Background: an optimization exercise with open tools, aiming at small area, a short achievable clock period and few clock cycles per item. Do not read the settings as production practice. In this exercise RTL edits were held to simulation tests only and were not proved equivalent to the original. Power figures rest on the tool's default switching activity, not on a simulated workload.

// top
module top #(
    parameter WIDTH = 4
) (
    input wire clk,
    input wire rst,
    input wire               in_valid,
    input wire [WIDTH*4-1:0] in_data,
    output wire              in_ready,
    output reg               out_valid,
    output reg [WIDTH*4-1:0] out_data,
    input wire               out_ready
);
Size in the first run: ~180 cells after synthesis, ~17 flip-flops, ~38 I/O pins, about 1200 µm² of cells after synthesis.
Settings: LEC_CHECK=0, CAP_MARGIN=20, CORE_MARGIN=2, CORE_UTILIZATION=40, SLEW_MARGIN=20; clock period 3.5 ns.
standard.sh (not shown) runs the stock make flow with config.mk's settings and CLKGATE_MAP_FILE= SYNTH_SCRIPT=/design/flow/synth_recipe.tcl, a recipe that flattens the netlist after the stock synthesis.
==> flow/flow/run.sh <==
#!/bin/bash
# Standard ORFS layout (standard.sh) with these changes:
#  - synthesis maps the logic with flow/abc.script instead of ORFS's ABC
#    script; everything else in the standard synthesis is unchanged, so the
#    registers and their names are the standard synthesis's;
#  - full adders are not extracted into fa/ha cells, so ABC maps the adder
#    trees itself, and ABC sizes the logic for inputs driven by buf_2, the
#    port buffer used below;
#  - every port gets a plain buf_2 buffer instead of the delay buffer that
#    buffer_ports picks by default; after global placement flow/post_gpl.tcl
#    makes the buffers of ports with slack to spare buf_1, and out_ready's,
#    which drives every register enable and in_ready, buf_4.
# Each tool's full log is in orfs/logs/; make's output is in flow.log.
set -euo pipefail
W=$PWD
cat > "$W/own_synth.tcl" <<EOT
proc abc {args} {
  set i [lsearch -exact \$args -script]
  if {\$i >= 0} { lset args [expr {\$i + 1}] $W/flow/abc.script }
  yosys abc {*}\$args
}
source $W/synth_recipe.tcl
EOT
bash standard.sh "SYNTH_SCRIPT=$W/own_synth.tcl" "ADDER_MAP_FILE=" \
  "ABC_DRIVER_CELL=sky130_fd_sc_hd__buf_2" \
  "BUFFER_PORTS_ARGS=-buffer_cell sky130_fd_sc_hd__buf_2" \
  "POST_GLOBAL_PLACE_TCL=$W/flow/post_gpl.tcl" finish > flow.log 2>&1
==> flow/flow/abc.script <==
strash
&get -n
&st
&if -g -K 5
&st
&dch -f
&put
map -D 1050
upsize -D 1050
dnsize -D 1050
==> flow/flow/post_gpl.tcl <==
# Port buffers, after global placement. buffer_ports gave every port a buf_2.
proc port_buffer {port} {
  set net [get_nets [get_full_name $port]]
  foreach pin [get_pins -of_objects $net] {
    set inst [get_cells -of_objects $pin]
    set cell [get_property [get_lib_cells -of_objects $inst] name]
    if {[string match sky130_fd_sc_hd__buf_* $cell]} { return $inst }
  }
  return ""
}
proc set_port_buffer {ports cell} {
  foreach port [get_ports $ports] {
    set inst [port_buffer $port]
    if {$inst ne ""} {
      puts "post_gpl: [get_full_name $port]: [get_full_name $inst] -> $cell"
      replace_cell $inst $cell
    }
  }
}
# The outputs driven straight from registers, and the inputs that only feed
# out_valid's register, have slack to spare: the smallest buffer will do.
set_port_buffer {out_data[*] out_valid rst in_valid} sky130_fd_sc_hd__buf_1
# out_ready drives every register's enable and, through in_ready's buffer,
# the in_ready port: a stronger buffer shortens the out_ready-to-in_ready path.
set_port_buffer {out_ready} sky130_fd_sc_hd__buf_4
Testbench counts at the start, summed over its fixed seeds: cycles 3,208, items 3,200.
Change:
==> flow/flow/run.sh (replaced) <==
#!/bin/bash
# Standard ORFS layout with three changes:
#  - synthesis maps the logic with flow/abc.script instead of ORFS's ABC
#    script (the registers and their names are those of the standard
#    synthesis, which this flow otherwise runs unchanged);
#  - full adders are not extracted into fa/ha cells, so ABC maps the adder
#    trees itself;
#  - the port buffers are plain small buffers, not the delay buffers that
#    buffer_ports picks by default.
set -euo pipefail
W=$PWD
cat > "$W/own_synth.tcl" <<EOT
proc abc {args} {
  set i [lsearch -exact \$args -script]
  if {\$i >= 0} { lset args [expr {\$i + 1}] $W/flow/abc.script }
  yosys abc {*}\$args
}
source $W/synth_recipe.tcl
EOT
bash standard.sh "SYNTH_SCRIPT=$W/own_synth.tcl" "ADDER_MAP_FILE=" \
  "BUFFER_PORTS_ARGS=-buffer_cell sky130_fd_sc_hd__buf_1" finish > flow.log 2>&1
==> flow/flow/abc.script (replaced) <==
strash
dch
map
topo
upsize
dnsize
removed: flow/flow/post_gpl.tcl
Outcome: Global-route usage went up by 0.71 points; via count went up by 13%; worst setup slack degrades by 250 ps; core utilization barely changes; register-to-register slack hardly moves; routed wire length went up by 18%; final cell count went up by 11%; combinational power went up by 15%; power went up by 3.9%; sequential power barely changes.
Change:
==> flow/flow/run.sh (replaced) <==
#!/bin/bash
# Standard ORFS layout (standard.sh) with these changes:
#  - synthesis maps the logic with flow/abc.script instead of ORFS's ABC
#    script; everything else in the standard synthesis is unchanged, so the
#    registers and their names are the standard synthesis's;
#  - full adders are not extracted into fa/ha cells, so ABC maps the adder
#    trees itself, and ABC sizes the logic for inputs driven by buf_2, the
#    port buffer used below;
#  - every port gets a plain buf_2 buffer instead of the delay buffer that
#    buffer_ports picks by default; after global placement flow/post_gpl.tcl
#    makes the buffers of ports with slack to spare buf_1, and out_ready's,
#    which drives every register enable and in_ready, buf_4.
# Each tool's full log is in orfs/logs/; make's output is in flow.log.
set -euo pipefail
W=$PWD
cat > "$W/own_synth.tcl" <<EOT
proc abc {args} {
  set i [lsearch -exact \$args -script]
  if {\$i >= 0} { lset args [expr {\$i + 1}] $W/flow/abc.script }
  yosys abc {*}\$args
}
source $W/synth_recipe.tcl
EOT
bash standard.sh "SYNTH_SCRIPT=$W/own_synth.tcl" "ADDER_MAP_FILE=" \
  "ABC_DRIVER_CELL=sky130_fd_sc_hd__buf_2" \
  "BUFFER_PORTS_ARGS=-buffer_cell sky130_fd_sc_hd__buf_2" \
  "POST_GLOBAL_PLACE_TCL=$W/flow/post_gpl.tcl" finish > flow.log 2>&1
==> flow/flow/abc.script (replaced) <==
strash
&get -n
&st
&if -g -K 5
&st
&dch
&put
map -D 1000
upsize -D 1000
dnsize -D 1000
==> flow/flow/post_gpl.tcl (new file) <==
# Port buffers, after global placement. buffer_ports gave every port a buf_2.
proc port_buffer {port} {
  set net [get_nets [get_full_name $port]]
  foreach pin [get_pins -of_objects $net] {
    set inst [get_cells -of_objects $pin]
    set cell [get_property [get_lib_cells -of_objects $inst] name]
    if {[string match sky130_fd_sc_hd__buf_* $cell]} { return $inst }
  }
  return ""
}
proc set_port_buffer {ports cell} {
  foreach port [get_ports $ports] {
    set inst [port_buffer $port]
    if {$inst ne ""} {
      puts "post_gpl: [get_full_name $port]: [get_full_name $inst] -> $cell"
      replace_cell $inst $cell
    }
  }
}
# The outputs driven straight from registers, and the inputs that only feed
# out_valid's register, have slack to spare: the smallest buffer will do.
set_port_buffer {out_data[*] out_valid rst in_valid} sky130_fd_sc_hd__buf_1
# out_ready drives every register's enable and, through in_ready's buffer,
# the in_ready port: a stronger buffer shortens the out_ready-to-in_ready path.
set_port_buffer {out_ready} sky130_fd_sc_hd__buf_4
=> Core utilization rises by 1.0 points; total power falls by a few percent; maximum frequency rises by about a fifth; non-clock buffer count falls by 1; cell count falls by a few percent; first-iteration DRC count falls by about a fifth; clock power rises by a few percent; setup slack improved by 310 ps; critical path depth is unchanged.
Change:
--- a/flow/flow/run.sh
+++ b/flow/flow/run.sh
@@ -6,4 +6,3 @@
 #  - full adders are not extracted into fa/ha cells, so ABC maps the adder
-#    trees itself, and ABC sizes the logic for inputs driven by buf_2, the
-#    port buffer used below;
+#    trees itself;
 #  - every port gets a plain buf_2 buffer instead of the delay buffer that
@@ -24,4 +23,4 @@
 bash standard.sh "SYNTH_SCRIPT=$W/own_synth.tcl" "ADDER_MAP_FILE=" \
-  "ABC_DRIVER_CELL=sky130_fd_sc_hd__buf_2" \
   "BUFFER_PORTS_ARGS=-buffer_cell sky130_fd_sc_hd__buf_2" \
-  "POST_GLOBAL_PLACE_TCL=$W/flow/post_gpl.tcl" finish > flow.log 2>&1
+  "POST_GLOBAL_PLACE_TCL=$W/flow/post_gpl.tcl" \
+  "SETUP_SLACK_MARGIN=1.75" "SETUP_MOVE_SEQUENCE=sizeup,swap" finish > flow.log 2>&1
Result: Total power grows by about a fifth; global-route usage grows by 2.1 points; clock-buffer cell count is unchanged; combinational power grows by well over a third; final area grows by a quarter to a third.

========
## exp/sierra
Starting RTL as in the previous note.
export LEC_CHECK = 0
export CAP_MARGIN = 20
export CORE_MARGIN = 2
export CORE_UTILIZATION = 40
export SETUP_SLACK_MARGIN = 1.5
export SLEW_MARGIN = 20
create_clock -name core_clock -period 3.5 [get_ports {clk}]
==> flow/flow/run.sh <==
#!/bin/bash
# Standard ORFS layout with three changes:
#  - synthesis maps the logic with flow/abc.script instead of ORFS's ABC
#    script (the registers and their names are those of the standard
#    synthesis, which this flow otherwise runs unchanged);
#  - full adders are not extracted into fa/ha cells, so ABC maps the adder
#    trees itself;
#  - the port buffers are plain small buffers, not the delay buffers that
#    buffer_ports picks by default.
set -euo pipefail
W=$PWD
cat > "$W/own_synth.tcl" <<EOT
proc abc {args} {
  set i [lsearch -exact \$args -script]
  if {\$i >= 0} { lset args [expr {\$i + 1}] $W/flow/abc.script }
  yosys abc {*}\$args
}
source $W/synth_recipe.tcl
EOT
bash standard.sh "SYNTH_SCRIPT=$W/own_synth.tcl" "ADDER_MAP_FILE=" \
  "BUFFER_PORTS_ARGS=-buffer_cell sky130_fd_sc_hd__buf_2" finish > flow.log 2>&1
==> flow/flow/abc.script <==
strash
&get -n
&st
&if -g -K 4
&st
&dch
&put
map -D 1300
upsize -D 1300
dnsize -D 1300
Testbench counts of exp/sierra, summed over its fixed seeds: cycles 3,208, items 3,200.
#### Input delta (exp/umber over exp/sierra)
Settings: removing SETUP_SLACK_MARGIN (formerly 1.5).
--- outcome ---
- Taking exp/sierra over exp/umber, the internal power consumption ratio works out to 1.06.
- For flip-flop and latch power, exp/umber and exp/sierra come out practically identical.
- exp/umber reached the final stage; the timing, design-rule and antenna checks on its layout passed.
- Side by side, via count turned out lower in exp/umber than in exp/sierra.
- Lower multi-input combinational area share goes to exp/umber over exp/sierra.
- Clock power essentially unchanged between exp/umber and exp/sierra.
- Compared exp/umber vs exp/sierra, and met2 layer wire length in the routed design is down in exp/umber.
- NOTE overall power of the completed layout exp/sierra->exp/umber decreased by a few percent
- exp/umber gives less wire length than exp/sierra did.
- Comparing hold slack for exp/sierra and exp/umber, the bigger number came from exp/sierra.
- Total track usage: exp/umber lower than exp/sierra
## Diff of input files: exp/juniper against exp/umber
==> flow/flow/run.sh <==
#!/bin/bash
# Standard ORFS layout (standard.sh) with these changes:
#  - synthesis maps the logic with flow/abc.script instead of ORFS's ABC
#    script; everything else in the standard synthesis is unchanged, so the
#    registers and their names are the standard synthesis's;
#  - full adders are not extracted into fa/ha cells, so ABC maps the adder
#    trees itself;
#  - every port gets a plain buf_2 buffer instead of the delay buffer that
#    buffer_ports picks by default, and after global placement
#    (flow/post_gpl.tcl) the output buffers that only drive an output port
#    are made buf_1.
# Each tool's full log is in orfs/logs/; make's output is in flow.log.
set -euo pipefail
W=$PWD
cat > "$W/own_synth.tcl" <<EOT
proc abc {args} {
  set i [lsearch -exact \$args -script]
  if {\$i >= 0} { lset args [expr {\$i + 1}] $W/flow/abc.script }
  yosys abc {*}\$args
}
source $W/synth_recipe.tcl
EOT
bash standard.sh "SYNTH_SCRIPT=$W/own_synth.tcl" "ADDER_MAP_FILE=" \
  "BUFFER_PORTS_ARGS=-buffer_cell sky130_fd_sc_hd__buf_2" \
  "POST_GLOBAL_PLACE_TCL=$W/flow/post_gpl.tcl" finish > flow.log 2>&1
==> flow/flow/post_gpl.tcl (new file) <==
# The output ports other than in_ready are driven from registers and have
# slack to spare: their port buffers can be the smallest buffer.
foreach port [get_ports {out_data[*] out_valid}] {
  foreach pin [get_pins -of_objects [get_nets -of_objects $port] -filter "direction == output"] {
    set inst [get_cells -of_objects $pin]
    if {[get_property [get_lib_cells -of_objects $inst] name] eq "sky130_fd_sc_hd__buf_2"} {
      puts "post_gpl: [get_full_name $inst] -> sky130_fd_sc_hd__buf_1"
      replace_cell $inst sky130_fd_sc_hd__buf_1
    }
  }
}
## What came out
- From exp/umber to exp/juniper, count of standard-cell rows did not move at all.
- As far as portion of the post-synthesis area used by sequential elements goes, exp/juniper and exp/umber are indistinguishable; the numbers are identical.
- Taking exp/umber as the reference, in exp/juniper fraction of synthesis flops using an asynchronous set or reset pin about even; die width now sits at about the same level; synthesized cell count was more or less identical.
- Summary across exp/umber and exp/juniper: the single failing run is exp/juniper.
- The flow ended early for exp/juniper: it failed with a tool error in global placement (3_3_place_gp).
- As far as simple-gate share of the synthesized area goes, exp/juniper and exp/umber are indistinguishable; the numbers are identical.
- Reported for exp/umber and exp/juniper, share of cell area taken by muxes after synthesis turned out identical to the last digit.
### exp/juniper -> exp/lagoon
Settings: putting PLACE_DENSITY at 0.8 where nothing was set.
-- flow/flow/run.sh --
<<< exp/juniper, line 7
#    trees itself;
>>> exp/lagoon, line 7
#    trees itself, and ABC sizes the logic for inputs driven by buf_2, the
#    port buffer used below;
<<< exp/juniper, line 9
#    buffer_ports picks by default, and after global placement
#    (flow/post_gpl.tcl) the output buffers that only drive an output port
#    are made buf_1.
>>> exp/lagoon, line 10
#    buffer_ports picks by default; after global placement flow/post_gpl.tcl
#    makes the buffers of ports with slack to spare buf_1, and out_ready's,
#    which drives every register enable and in_ready, buf_4.
<<< exp/juniper, line 24
>>> exp/lagoon, line 25
  "ABC_DRIVER_CELL=sky130_fd_sc_hd__buf_2" \
==> flow/flow/abc.script <==
strash
&get -n
&st
&if -g -K 5
&st
&dch
&put
map -D 1000
upsize -D 1000
dnsize -D 1000
==> flow/flow/post_gpl.tcl <==
# Port buffers, after global placement. buffer_ports gave every port a buf_2.
proc port_buffer {port} {
  set net [get_nets [get_full_name $port]]
  foreach pin [get_pins -of_objects $net] {
    set inst [get_cells -of_objects $pin]
    set cell [get_property [get_lib_cells -of_objects $inst] name]
    if {[string match sky130_fd_sc_hd__buf_* $cell]} { return $inst }
  }
  return ""
}
proc set_port_buffer {ports cell} {
  foreach port [get_ports $ports] {
    set inst [port_buffer $port]
    if {$inst ne ""} {
      puts "post_gpl: [get_full_name $port]: [get_full_name $inst] -> $cell"
      replace_cell $inst $cell
    }
  }
}
# The outputs driven straight from registers, and the inputs that only feed
# out_valid's register, have slack to spare: the smallest buffer will do.
set_port_buffer {out_data[*] out_valid rst in_valid} sky130_fd_sc_hd__buf_1
# out_ready drives every register's enable and, through in_ready's buffer,
# the in_ready port: a stronger buffer shortens the out_ready-to-in_ready path.
set_port_buffer {out_ready} sky130_fd_sc_hd__buf_4
## What came out
- exp/lagoon closes out successfully: all stages finished, all timing, DRC and antenna checks passed.
- Going from exp/juniper to exp/lagoon, die height grew slightly.
- On mux cell area share after synthesis, exp/juniper tracks exp/lagoon almost exactly.
- Boundary pin count: exp/lagoon vs exp/juniper identical
- From exp/juniper to exp/lagoon the numbers moved as follows: mean cell area of the mapped netlist fell 7.2%, area after synthesis rose 1.9%, synthesized instance count rose 16.
Input-level comparison between exp/tundra and exp/lagoon:
Settings: removing PLACE_DENSITY (formerly 0.8); setting SETUP_SLACK_MARGIN to 1.75 for the first time.
==> flow/flow/run.sh <==
#!/bin/bash
# Standard ORFS layout with three changes:
#  - synthesis maps the logic with flow/abc.script instead of ORFS's ABC
#    script (the registers and their names are those of the standard
#    synthesis, which this flow otherwise runs unchanged);
#  - full adders are not extracted into fa/ha cells, so ABC maps the adder
#    trees itself;
#  - the port buffers are plain small buffers, not the delay buffers that
#    buffer_ports picks by default.
set -euo pipefail
W=$PWD
cat > "$W/own_synth.tcl" <<EOT
proc abc {args} {
  set i [lsearch -exact \$args -script]
  if {\$i >= 0} { lset args [expr {\$i + 1}] $W/flow/abc.script }
  yosys abc {*}\$args
}
source $W/synth_recipe.tcl
EOT
bash standard.sh "SYNTH_SCRIPT=$W/own_synth.tcl" "ADDER_MAP_FILE=" \
  "BUFFER_PORTS_ARGS=-buffer_cell sky130_fd_sc_hd__buf_1" finish > flow.log 2>&1
==> flow/flow/abc.script <==
strash
dch
map
topo
upsize
dnsize
removed: flow/flow/post_gpl.tcl
==> comparison <==
- No run among exp/lagoon and exp/tundra stopped early or left any final violation; all are clean.
- Of exp/lagoon and exp/tundra, the lower overall via count from detail_route belongs to exp/lagoon.
- Re total number of placement rows: exp/lagoon and exp/tundra aren't equal, and the lower value belongs to exp/lagoon.
- Summary of exp/tundra over exp/lagoon: number of global-route vias before repair higher; synthesized area higher; net load switching power higher.
- The combinational share of power in exp/tundra sits 14 points above the value recorded for exp/lagoon.
- After detailed routing, exp/lagoon needs less wire than exp/tundra.
- exp/lagoon and exp/tundra ended up with nearly the same mux cell area share after synthesis.
- exp/tundra vs. exp/lagoon: ratio of total power to cell area lost about 20%; number of logic stages on the critical path including buffering lost 1.
- exp/tundra: final-stage net count 16% above exp/lagoon

separate check: timing with driven ports:
No port has a modelled driver above. Below, the same layouts with a new extraction and two added sets of constraints.
Step 1 sets driving cells, clkbuf_16 on the clock port and buf_2 on the other inputs (assumed; they add their load-dependent delay and slew).
Step 2 moves the port delays by t, midway between the first and last clock arrival at a register: inputs arrive t later, outputs are due t later. That takes back most of the time a late clock gives input paths.
Slacks: no drivers / after step 1 / after step 2; pairs: no drivers / after step 1.
| run | t (ns) | setup WS [ns] | pins driven straight from the clock port |
|---|---|---|---|
| the first run of note 1 | 0.295 | 1.608 / 1.603 / 1.308 | 1 |
| the second run of note 1 | 0.294 | 1.357 / 1.351 / 1.057 | 1 |
| the third run of note 1 | 0.307 | 1.666 / 1.668 / 1.361 | 1 |
| the fourth run of note 1 | 0.315 | 1.783 / 1.732 / 1.476 | 1 |
| exp/sierra | 0.299 | 1.533 / 1.530 / 1.231 | 1 |
| exp/umber | 0.298 | 1.437 / 1.435 / 1.137 | 1 |
| exp/lagoon | 0.298 | 1.674 / 1.670 / 1.379 | 1 |
| exp/tundra | 0.300 | 1.631 / 1.580 / 1.280 | 1 |
After both steps setup and hold are still met in every run listed. For exp/tundra, which loses most, drivers alone change the setup slack by -0.051 ns; drivers and shift together by -0.351 ns.
